From an optimization exercise on the open Yosys and OpenROAD flow, aimed at a short achievable clock period and few clock cycles; shortcuts taken in it are not production practice.
Function was checked by simulation only, so behaviour that the tests miss may differ from the original.
Power is estimated from default activity; no workload was simulated.

**design/flow/design.v**
```verilog
`timescale 1ns / 1ps
`timescale 1ns / 1ps
 `timescale 1ns / 1ps
module ControlUnit (
    input  logic        clk,
    input  logic        reset,
    input  logic [31:0] instrCode,
    output logic        PCEn,
    output logic        regFileWe,
    output logic        aluSrcMuxSel,
    output logic [ 3:0] aluControl,
    output logic [ 2:0] RFWDSrcMuxSel,
    output logic        branch,
    output logic        jal,
    output logic        jalr,
    output logic        busWe,
    output logic        transfer,
    input  logic        ready
);
    wire  [ 6:0] opcode = instrCode[6:0];
    wire  [ 3:0] operator = {instrCode[30], instrCode[14:12]};
    logic [10:0] signals;
    assign {PCEn, regFileWe, aluSrcMuxSel, busWe, RFWDSrcMuxSel, branch, jal, jalr, transfer} = signals;
    typedef enum {
        FETCH,
        DECODE,
        R_EXE,
        I_EXE,
        B_EXE,
        LU_EXE,
        AU_EXE,
        J_EXE,
        JL_EXE,
        S_EXE,
        S_MEM,
        L_EXE,
        L_MEM,
        L_WB
    } state_t;
    state_t state, state_next;
    always_ff @(posedge clk, posedge reset) begin
        if (reset) begin
            state <= FETCH;
        end else begin
            state <= state_next;
        end
    end
    always_comb begin
        state_next = state;
        case (state)
            FETCH:  state_next = DECODE;
            DECODE: begin
                state_next = R_EXE;
                case (opcode)
                    7'b0110011:  state_next = R_EXE;
                    7'b0010011:  state_next = I_EXE;
                    7'b1100011:  state_next = B_EXE;
                    7'b0110111: state_next = LU_EXE;
                    7'b0010111: state_next = AU_EXE;
                    7'b1101111:  state_next = J_EXE;
                    7'b1100111: state_next = JL_EXE;
                    7'b0100011:  state_next = S_EXE;
                    7'b0000011:  state_next = L_EXE;
                    default:     state_next = R_EXE;
                endcase
            end
            R_EXE:  state_next = FETCH;
            I_EXE:  state_next = FETCH;
            B_EXE:  state_next = FETCH;
            LU_EXE: state_next = FETCH;
            AU_EXE: state_next = FETCH;
            J_EXE:  state_next = FETCH;
            JL_EXE: state_next = FETCH;
            S_EXE:   state_next = S_MEM;
            S_MEM:   if(ready) state_next = FETCH;
            L_EXE:   state_next = L_MEM;
            L_MEM:   if(ready) state_next = L_WB;
            L_WB:    state_next = FETCH;
            default: state_next = FETCH;
        endcase
    end
    always_comb begin
        signals = 0;
        aluControl = 4'b0000;
        case (state)
            FETCH:  signals = 11'b1_0_0_0_000_0_0_0_0;
            DECODE: signals = 11'b0_0_0_0_000_0_0_0_0;
            R_EXE: begin
                signals = 11'b0_1_0_0_000_0_0_0_0;
                aluControl = operator;
            end
            I_EXE: begin
                signals = 11'b0_1_1_0_000_0_0_0_0;
                if (operator == 4'b1101) aluControl = operator;
                else aluControl = {1'b0, operator[2:0]};
            end
            B_EXE: begin
                signals = 11'b0_0_0_0_000_1_0_0_0;
                aluControl = operator;
            end
            LU_EXE: signals = 11'b0_1_0_0_010_0_0_0_0;
            AU_EXE: signals = 11'b0_1_0_0_011_0_0_0_0;
            J_EXE:  signals = 11'b0_1_0_0_100_0_1_0_0;
            JL_EXE: signals = 11'b0_1_0_0_100_0_1_1_0;
            S_EXE:  signals = 11'b0_0_1_0_000_0_0_0_0;
            S_MEM:  signals = 11'b0_0_1_1_000_0_0_0_1;
            L_EXE:  signals = 11'b0_0_1_0_001_0_0_0_0;
            L_MEM:  signals = 11'b0_0_1_0_001_0_0_0_1;
            L_WB:   signals = 11'b0_1_1_0_001_0_0_0_0;
            default: begin
                signals = 0;
                aluControl = 4'b0000;
            end
        endcase
    end
endmodule
`timescale 1ns / 1ps
 `timescale 1ns / 1ps
module DataPath (
    input  logic        clk,
    input  logic        reset,
    input  logic [31:0] instrCode,
    input  logic        PCEn,
    input  logic        regFileWe,
    input  logic        aluSrcMuxSel,
    input  logic [ 3:0] aluControl,
    output logic [31:0] instrMemAddr,
    output logic [31:0] busAddr,
    output logic [31:0] busWData,
    input  logic [31:0] busRData,
    input  logic [ 2:0] RFWDSrcMuxSel,
    input  logic        branch,
    input  logic        jal,
    input  logic        jalr
);
    logic [31:0] RFReadData1, RFReadData2, RFWriteData;
    logic [31:0] PC_4_AdderResult;
    logic [31:0] immExt;
    logic [31:0] aluSrcMuxOut, PC_Out;
    logic [31:0] aluResult, RFWDSrcMuxOut;
    logic [31:0] PC_Imm_AdderResult, PCSrcMuxOut;
    logic [31:0] PC_Imm_AdderSrcMuxOut;
    logic PCSrcMuxSel, btaken;
    logic [31:0] ExeReg_aluResult, ExeReg_RFRData2;
    logic [31:0] ExeReg_PCSrcMuxOut;
    logic [31:0] DecReg_immExt;
    logic [31:0] DecReg_RFRData1, DecReg_RFRData2;
    logic [31:0] WBReg_busRData;
    assign RFWriteData  = aluResult;
    assign busAddr      = ExeReg_aluResult;
    assign busWData     = ExeReg_RFRData2;
    assign instrMemAddr = PC_Out;
    assign PCSrcMuxSel  = jal | (btaken & branch);
    register U_ExeReg_ALU (
        .clk  (clk),
        .reset(reset),
        .en   (1'b1),
        .d    (aluResult),
        .q    (ExeReg_aluResult)
    );
    register U_ExeReg_RFRD2 (
        .clk  (clk),
        .reset(reset),
        .en   (1'b1),
        .d    (DecReg_RFRData2),
        .q    (ExeReg_RFRData2)
    );
    RegisterFile U_RegFile (
        .clk(clk),
        .we (regFileWe),
        .RA1(instrCode[19:15]),
        .RA2(instrCode[24:20]),
        .WA (instrCode[11:7]),
        .WD (RFWDSrcMuxOut),
        .RD1(RFReadData1),
        .RD2(RFReadData2)
    );
    register U_DecReg_RFRD1 (
        .clk  (clk),
        .reset(reset),
        .en   (1'b1),
        .d    (RFReadData1),
        .q    (DecReg_RFRData1)
    );
    register U_DecReg_RFRD2 (
        .clk  (clk),
        .reset(reset),
        .en   (1'b1),
        .d    (RFReadData2),
        .q    (DecReg_RFRData2)
    );
    mux_2x1 U_AluSrcMux (
        .sel(aluSrcMuxSel),
        .x0 (DecReg_RFRData2),
        .x1 (DecReg_immExt),
        .y  (aluSrcMuxOut)
    );
    alu U_ALU (
        .aluControl(aluControl),
        .a         (DecReg_RFRData1),
        .b         (aluSrcMuxOut),
        .result    (aluResult),
        .btaken    (btaken)
    );
    register U_WBReg_busRData (
        .clk  (clk),
        .reset(reset),
        .en   (1'b1),
        .d    (busRData),
        .q    (WBReg_busRData)
    );
    mux_5x1 U_RFWDSrcMux (
        .sel(RFWDSrcMuxSel),
        .x0 (aluResult),
        .x1 (WBReg_busRData),
        .x2 (DecReg_immExt),
        .x3 (PC_Imm_AdderResult),
        .x4 (PC_4_AdderResult),
        .y  (RFWDSrcMuxOut)
    );
    immExtend U_ImmExtend (
        .instrCode(instrCode),
        .immExt(immExt)
    );
    register U_DecReg_immExt (
        .clk  (clk),
        .reset(reset),
        .en   (1'b1),
        .d    (immExt),
        .q    (DecReg_immExt)
    );
    adder U_4Adder (
        .a(32'd4),
        .b(PC_Out),
        .y(PC_4_AdderResult)
    );
    mux_2x1 U_PC_Imm_AdderSrcMux (
        .sel(jalr),
        .x0 (PC_Out),
        .x1 (DecReg_RFRData1),
        .y  (PC_Imm_AdderSrcMuxOut)
    );
    adder U_PC_Imm_Adder (
        .a(DecReg_immExt),
        .b(PC_Imm_AdderSrcMuxOut),
        .y(PC_Imm_AdderResult)
    );
    mux_2x1 U_PCSrcMux (
        .sel(PCSrcMuxSel),
        .x0 (PC_4_AdderResult),
        .x1 (PC_Imm_AdderResult),
        .y  (PCSrcMuxOut)
    );
    register U_ExeReg_PCSrcMux (
        .clk  (clk),
        .reset(reset),
        .en   (1'b1),
        .d    (PCSrcMuxOut),
        .q    (ExeReg_PCSrcMuxOut)
    );
    register U_PC (
        .clk  (clk),
        .reset(reset),
        .en   (PCEn),
        .d    (ExeReg_PCSrcMuxOut),
        .q    (PC_Out)
    );
endmodule
module alu (
    input logic [3:0] aluControl,
    input logic [31:0] a,
    input logic [31:0] b,
    output logic [31:0] result,
    output logic btaken
);
    always_comb begin
        result = 0;
        case (aluControl)
            4'b0000: result = a + b;
            4'b1000: result = a - b;
            4'b0001: result = a << b[4:0];
            4'b0101: result = a >> b[4:0];
            4'b1101: result = $signed(a) >>> b[4:0];
            4'b0010: result = ($signed(a) < $signed(b)) ? 1 : 0;
            4'b0011: result = a < b ? 1 : 0;
            4'b0100: result = a ^ b;
            4'b0110: result = a | b;
            4'b0111: result = a & b;
            default: result = 0;
        endcase
    end
    always_comb begin
        btaken = 1'b0;
        case (aluControl[2:0])
            3'b000: btaken = (a == b);
            3'b001: btaken = (a != b);
            3'b100: btaken = ($signed(a) < $signed(b));
            3'b101: btaken = ($signed(a) >= $signed(b));
            3'b110: btaken = (a < b);
            3'b111: btaken = (a >= b);
            default: btaken = 1'b0;
        endcase
    end
endmodule
module RegisterFile (
    input  logic        clk,
    input  logic        we,
    input  logic [ 4:0] RA1,
    input  logic [ 4:0] RA2,
    input  logic [ 4:0] WA,
    input  logic [31:0] WD,
    output logic [31:0] RD1,
    output logic [31:0] RD2
);
    logic [31:0] mem[0:2**5-1];
    always_ff @(posedge clk) begin
        if (we) mem[WA] <= WD;
    end
    assign RD1 = (RA1 != 0) ? mem[RA1] : 32'b0;
    assign RD2 = (RA2 != 0) ? mem[RA2] : 32'b0;
endmodule
module register (
    input  logic        clk,
    input  logic        reset,
    input  logic        en,
    input  logic [31:0] d,
    output logic [31:0] q
);
    always_ff @(posedge clk, posedge reset) begin
        if (reset) begin
            q <= 0;
        end else begin
            if (en) q <= d;
        end
    end
endmodule
module adder (
    input  logic [31:0] a,
    input  logic [31:0] b,
    output logic [31:0] y
);
    assign y = a + b;
endmodule
module mux_2x1 (
    input  logic        sel,
    input  logic [31:0] x0,
    input  logic [31:0] x1,
    output logic [31:0] y
);
    always_comb begin
        y = 32'b0;
        case (sel)
            1'b0: y = x0;
            1'b1: y = x1;
            default: y = 32'b0;
        endcase
    end
endmodule
module immExtend (
    input  logic [31:0] instrCode,
    output logic [31:0] immExt
);
    wire [6:0] opcode = instrCode[6:0];
    always_comb begin
        immExt = 32'b0;
        case (opcode)
            7'b0010011: immExt = {{20{instrCode[31]}}, instrCode[31:20]};
            7'b0000011: immExt = {{20{instrCode[31]}}, instrCode[31:20]};
            7'b0100011:
            immExt = {{20{instrCode[31]}}, instrCode[31:25], instrCode[11:7]};
            7'b1100011:
            immExt = {
                {20{instrCode[31]}},
                instrCode[7],
                instrCode[30:25],
                instrCode[11:8],
                1'b0
            };
            7'b0110111: immExt = {instrCode[31:12], 12'b0};
            7'b0010111: immExt = {instrCode[31:12], 12'b0};
            7'b1101111:
            immExt = {
                {12{instrCode[31]}},
                instrCode[19:12],
                instrCode[20],
                instrCode[30:21],
                1'b0
            };
            7'b1100111: immExt = {{20{instrCode[31]}}, instrCode[31:20]};
            default immExt = 32'b0;
        endcase
    end
endmodule
module mux_5x1 (
    input  logic [ 2:0] sel,
    input  logic [31:0] x0,
    input  logic [31:0] x1,
    input  logic [31:0] x2,
    input  logic [31:0] x3,
    input  logic [31:0] x4,
    output logic [31:0] y
);
    always_comb begin
        y = 0;
        case (sel)
            3'd0: y = x0;
            3'd1: y = x1;
            3'd2: y = x2;
            3'd3: y = x3;
            3'd4: y = x4;
            default: y = 0;
        endcase
    end
endmodule
`timescale 1ns / 1ps
module CPU_RV32I (
    input  logic        clk,
    input  logic        reset,
    input  logic [31:0] instrCode,
    output logic [31:0] instrMemAddr,
    output logic        busWe,
    output logic [31:0] busAddr,
    output logic [31:0] busWData,
    input  logic [31:0] busRData,
    output logic        transfer,
    input  logic        ready
);
    logic       PCEn;
    logic       regFileWe;
    logic       aluSrcMuxSel;
    logic [3:0] aluControl;
    logic [2:0] RFWDSrcMuxSel;
    logic       branch;
    logic       jal;
    logic       jalr;
    ControlUnit U_ControlUnit (.*);
    DataPath U_DataPath (.*);
endmodule
```
**design/flow/run.sh**
```bash
#!/bin/bash
# synth_recipe.tcl (not shown) runs the flow's synth.tcl, then flattens the netlist and writes it again
# the make line also repeats each setting of config.mk as NAME=value (left out here)
make -C /OpenROAD-flow-scripts/flow DESIGN_CONFIG=/design/flow/config.mk WORK_HOME=/design/flow/orfs CLKGATE_MAP_FILE= SYNTH_SCRIPT=/design/flow/synth_recipe.tcl finish
```
**design/flow/constraint.sdc**
```tcl
create_clock -name core_clock -period 8.0 [get_ports {clk}]
set_input_delay 1.6000 -clock core_clock [delete_from_list [all_inputs] [get_ports {clk}]]
set_output_delay 1.6000 -clock core_clock [all_outputs]
set_load 0.01 [all_outputs]
```
**design/flow/config.mk**
```make
export PLATFORM = sky130hd
export DESIGN_NAME = CPU_RV32I
export DESIGN_NICKNAME = CPU_RV32I
export VERILOG_FILES = /design/flow/design.v
export SDC_FILE = /design/flow/constraint.sdc
export NUM_CORES = 4
export LEC_CHECK = 0
export CAP_MARGIN = 20
export CORE_MARGIN = 2
export CORE_UTILIZATION = 40
export SLEW_MARGIN = 20
```
==> impl_metrics.csv <==
group,metric,value,unit
status,status,"no timing/DRC/antenna violations",
final_layout,layout-drive-gt1-share,0.250,
place,dpl_worst_slack,1.26,ns
yosys,yosysUniqueCellTypes,93,
yosys,netlist_area,67600,um^2
route,wl_per_cell,35.0,um
yosys,syn-instance-count,4391,
sta,finClkSkew,0.0444,ns
place,place.gp.congestion,1.01,
clock_network,postCtsSetupBuffers,0,
final_layout,final_nets,4714,
final_layout,postLayoutCellArea,77100,um^2
yosys,synth_area_per_cell,15.4,um^2
die,design.core.area,167000,um^2
critical_path,crit_type,"reg -> reg",
yosys,netlist.area_leader.share,0.455,
yosys,synth_top_family_by_area,"multiplexers",
flow_run,maxCapViolCount,0,
critical_path,r2r_start,"U_ControlUnit.state[1]",
route,wirelength,240,mm
yosys,synthAdderAreaFrac,0.0236,
critical_path,reg2reg_depth,19,
sta,hold_viol,0,
sta,period_share,0.885,
place,dpl_cell_area,72200,um^2
critical_path,cp-start-kind,"flip-flop",
critical_path,cp.arrival,7.56,ns
route,vias_per_cell,6.51,
route,drt-pass1-iter-count,7,
clock_network,numCtsBuffers,143,
die,rows,150,
pwr,cellPowerDensity,323,nW/um^2
route,vias,44600,
sta,tightest_slew,1.21,ns
sta,timing.setup.tns,0,ns
pwr,p_leak,27.4,nW
grt,grt_start_max_net_pins,163,
die,initial_core_util,0.404,
clock_network,cts_resized,0,
min_path,hold_end,"U_DataPath.U_ExeReg_RFRD2.q[13]",
clock_network,clock-sinks,1284,
die,die-height,415,um
final_layout,multiInputGateArea,29000,um^2
final_layout,area_delta_synth_final,14.2,%
pwr,vdd_ir_drop_max,208,uV
critical_path,rrSetupSlack,0.92,ns
grt,grt_pass1_wl,338,mm
sta,finalCriticalPeriod,7.08,ns
yosys,ys_seq_area_frac,0.551,
yosys,synth_ff_type,"edfxtp_1",
yosys,synth_compound_area_frac,0.0764,
route,final_antenna_net_count,0,
grt,grt_usage,0.276,
yosys,yosys-top-cells-area,"edfxtp_1 46%, mux4_2 22%, dfrtp_1 9.6%",
sta,rsz0062_at_grt,"false",
grt,overflow,0,
min_path,min_path_type,"reg -> reg",
place,hpwl,157,mm
route,drc_errors,0,
final_layout,fill_cells,14500,
sta,fmax,141,MHz
clock_network,cts_root_buffer,"clkbuf_16",
yosys,ys_ff_latch,1284,
critical_path,worstSetupEndpointType,"flip-flop",
sta,slew_headroom,0.197,
grt,grt_pass1_vias,44400,
yosys,ys_warn_count,7,
yosys,yosys.area_share.xor_xnor,0.0104,
final_layout,regArea,37300,um^2
place,io_buffers,164,
critical_path,cp_data_required_time,8.48,ns
min_path,worstHoldStart,"U_DataPath.U_DecReg_RFRD2.q[13]",
critical_path,crit_fanout,32,
min_path,holdPathStages,0,
yosys,synth_top_area_cell,"edfxtp_1",
sta,finalWorstSetupSlack,0.920,ns
clock_network,tritoncts,"done",
clock_network,htreeDepth,4,
sta,setup_violations,0,
clock_network,clk_latency,0.79,ns
clock_network,cts_hold_buf,0,
yosys,syn_nets,4584,
yosys,synthArstFlopShare,0.202,
clock_network,clkSlewWorstSetupHoldPaths,0.06,ns
sta,slew_viol_final,0,
yosys,synthMuxAreaShare,0.261,
yosys,synthSimpleGateAreaFrac,0.0528,
die,fp.dieW,415,um
clock_network,clockBufferDepth,3,
grt,antenna_found_initial,10,
critical_path,worstReg2RegEnd,"U_DataPath.U_RegFile.mem[22][31]",
route,drtIter0Drc,5569,
yosys,synth_edf_count,1024,
die,pin_count,165,
die,die_area,172000,um^2
[synthesized netlist by cell type, drive strengths merged (73+ instances only)]
cell	number
mux4	650
nand2	238
buf	99
clkbuf	207
inv	124
dfrtp	260
mux2i	216
a21oi	154
nor2	282
mux2	73
o21ai	130
ha	124
edfxtp	1024
[registers in the layout, indices dropped and copies added, names as in the netlist]
register and cells:
U_DataPath.U_RegFile.mem 1024, U_DataPath.U_DecReg_RFRD1.q 32, U_DataPath.U_DecReg_RFRD2.q 32, U_DataPath.U_DecReg_immExt.q 32, U_DataPath.U_ExeReg_ALU.q 32, U_DataPath.U_ExeReg_PCSrcMux.q 32, U_DataPath.U_ExeReg_RFRD2.q 32, U_DataPath.U_PC.q 32
U_DataPath.U_WBReg_busRData.q 32, U_ControlUnit.state 4
[power by group]
| part | leakage [nW] | switching, mW | internal, mW |
|---|---|---|---|
| Combinational | 12.5 | 5.75 | 2.49 |
| Sequential | 12.5 | 0.397 | 9.44 |
| Clock | 2.36 | 2.82 | 4.05 |
| Total | 27.4 | 8.96 | 16.0 |
[layout by cell type, fill, tap and decap left out, types with 25 or more instances in the layout]
| cell | count |
|---|---|
| nand3_1 | 50 |
| mux4_2 | 650 |
| and3_1 | 26 |
| nor2_1 | 245 |
| nor2_4 | 36 |
| nand2b_1 | 28 |
| edfxtp_1 | 1024 |
| clkbuf_16 | 145 |
| o211ai_1 | 33 |
| a31oi_1 | 27 |
| a22oi_1 | 30 |
| a21oi_1 | 152 |
| mux2i_1 | 216 |
| o21ai_0 | 127 |
| inv_1 | 120 |
| xor2_1 | 35 |
| buf_4 | 121 |
| a211oi_1 | 44 |
| nand2_1 | 237 |
| mux2_2 | 70 |
| and2_1 | 26 |
| nor3_1 | 38 |
| clkbuf_1 | 36 |
| a21o_1 | 65 |
| ha_1 | 124 |
| o221ai_1 | 25 |
| clkdlybuf4s50_1 | 153 |
| xnor2_1 | 45 |
| dfrtp_1 | 260 |
[through the flow]
| step | instances | utilization | total power, mW | hold slack (ns) |
|---|---|---|---|---|
| after floorplan | 4391 | - | 14.5 | 0.350 |
| after global placement | 6578 | 0.431 | 17.9 | 0.430 |
| after detailed placement | 6578 | 0.431 | 18.0 | 0.436 |
| after CTS | 6842 | 0.460 | 24.8 | 0.454 |
| after global routing | 6847 | 0.461 | 25.8 | 0.459 |
| final | 6853 | 0.461 | 24.9 | 0.448 |
[how the worst max path moves through the flow]
stage,to,from
3_5_place_dp,U_DataPath.U_RegFile.mem[28][31],U_ControlUnit.state[1]
4_1_cts,U_DataPath.U_RegFile.mem[30][31],U_ControlUnit.state[1]
2_1_floorplan,U_DataPath.U_RegFile.mem[0][24],U_ControlUnit.state[1]
5_1_grt,U_DataPath.U_RegFile.mem[18][31],U_ControlUnit.state[1]
3_3_place_gp,U_DataPath.U_RegFile.mem[28][31],U_ControlUnit.state[1]
6_report,U_DataPath.U_RegFile.mem[22][31],U_ControlUnit.state[1]
[kinds of logic after synthesis]
| family | after synthesis |
|---|---|
| buffers and inverters | 431 |
| multiplexers | 939 |
| AND/OR/NAND/NOR | 787 |
| XOR/XNOR | 80 |
| adder cells (fa/ha/maj) | 126 |
| AO/OA/AOI/OAI | 744 |
| flip-flops | 1284 |
[cell type report]
class,count,area share
Inverter,125,0.00616
Antenna cell,9,0.000292
Tap cell,2204,0.0357
Timing Repair Buffer,291,0.0352
Multi-Input combinational cell,2676,0.376
Clock inverter,76,0.0133
Sequential cell,1284,0.483
Clock buffer,188,0.0500
[per-layer routing]
metal / wire [um] / vias to the layer above / track usage
met5: 13 / - / 0
met4: 13000 / 2 / 0.134
met3: 19100 / 575 / 0.0464
met2: 116000 / 2408 / 0.451
met1: 91400 / 23500 / 0.357
li1: - / 18100 / -
[worst max-delay path, stage by stage, from the launching register on]
cell and delay [ns]:
dfrtp_1 0.63, and2b_1 0.38, o22ai_4 0.84, buf_4 0.31
nand2_1 0.07, nand2_1 0.11, inv_1 0.07, ha_1 0.60
and3_1 0.26, and2_1 0.18, nand3_1 0.10, o21bai_1 0.23
a211oi_1 0.74, o41a_1 0.36, a221o_1 0.24, nor3_1 0.06
nor3_1 0.63, o21ai_0 0.16, a211o_1 0.45, buf_4 0.29
Testbench counts, summed over its fixed seeds: cycles 215,014.

==> afterwards: timing with drivers on the ports <==
No port has a modelled driver above. Below, the same layout with a new extraction and two added sets of constraints.
Step 1: set_driving_cell puts a clkbuf_16 on clk and a buf_2 on each other input, an assumption about the parent block.
Step 2 times the ports against the registers' clock, not the clock port: input delays grow and output delays shrink by t, the midpoint of the rising clock arrivals with the driver on.
Three values: ideal ports, drivers, drivers and shift; two values: the first two.
shift t [ns]: 0.849
slack for setup (ns): 0.920 / 0.920 / 0.920
hold WS [ns]: 0.448 / 0.448 / 0.448
worst setup path at the end: register to register
After both steps this run still meets setup and hold. The setup slack of this run moves by 0.000 ns with the drivers and by 0.000 ns with both steps.
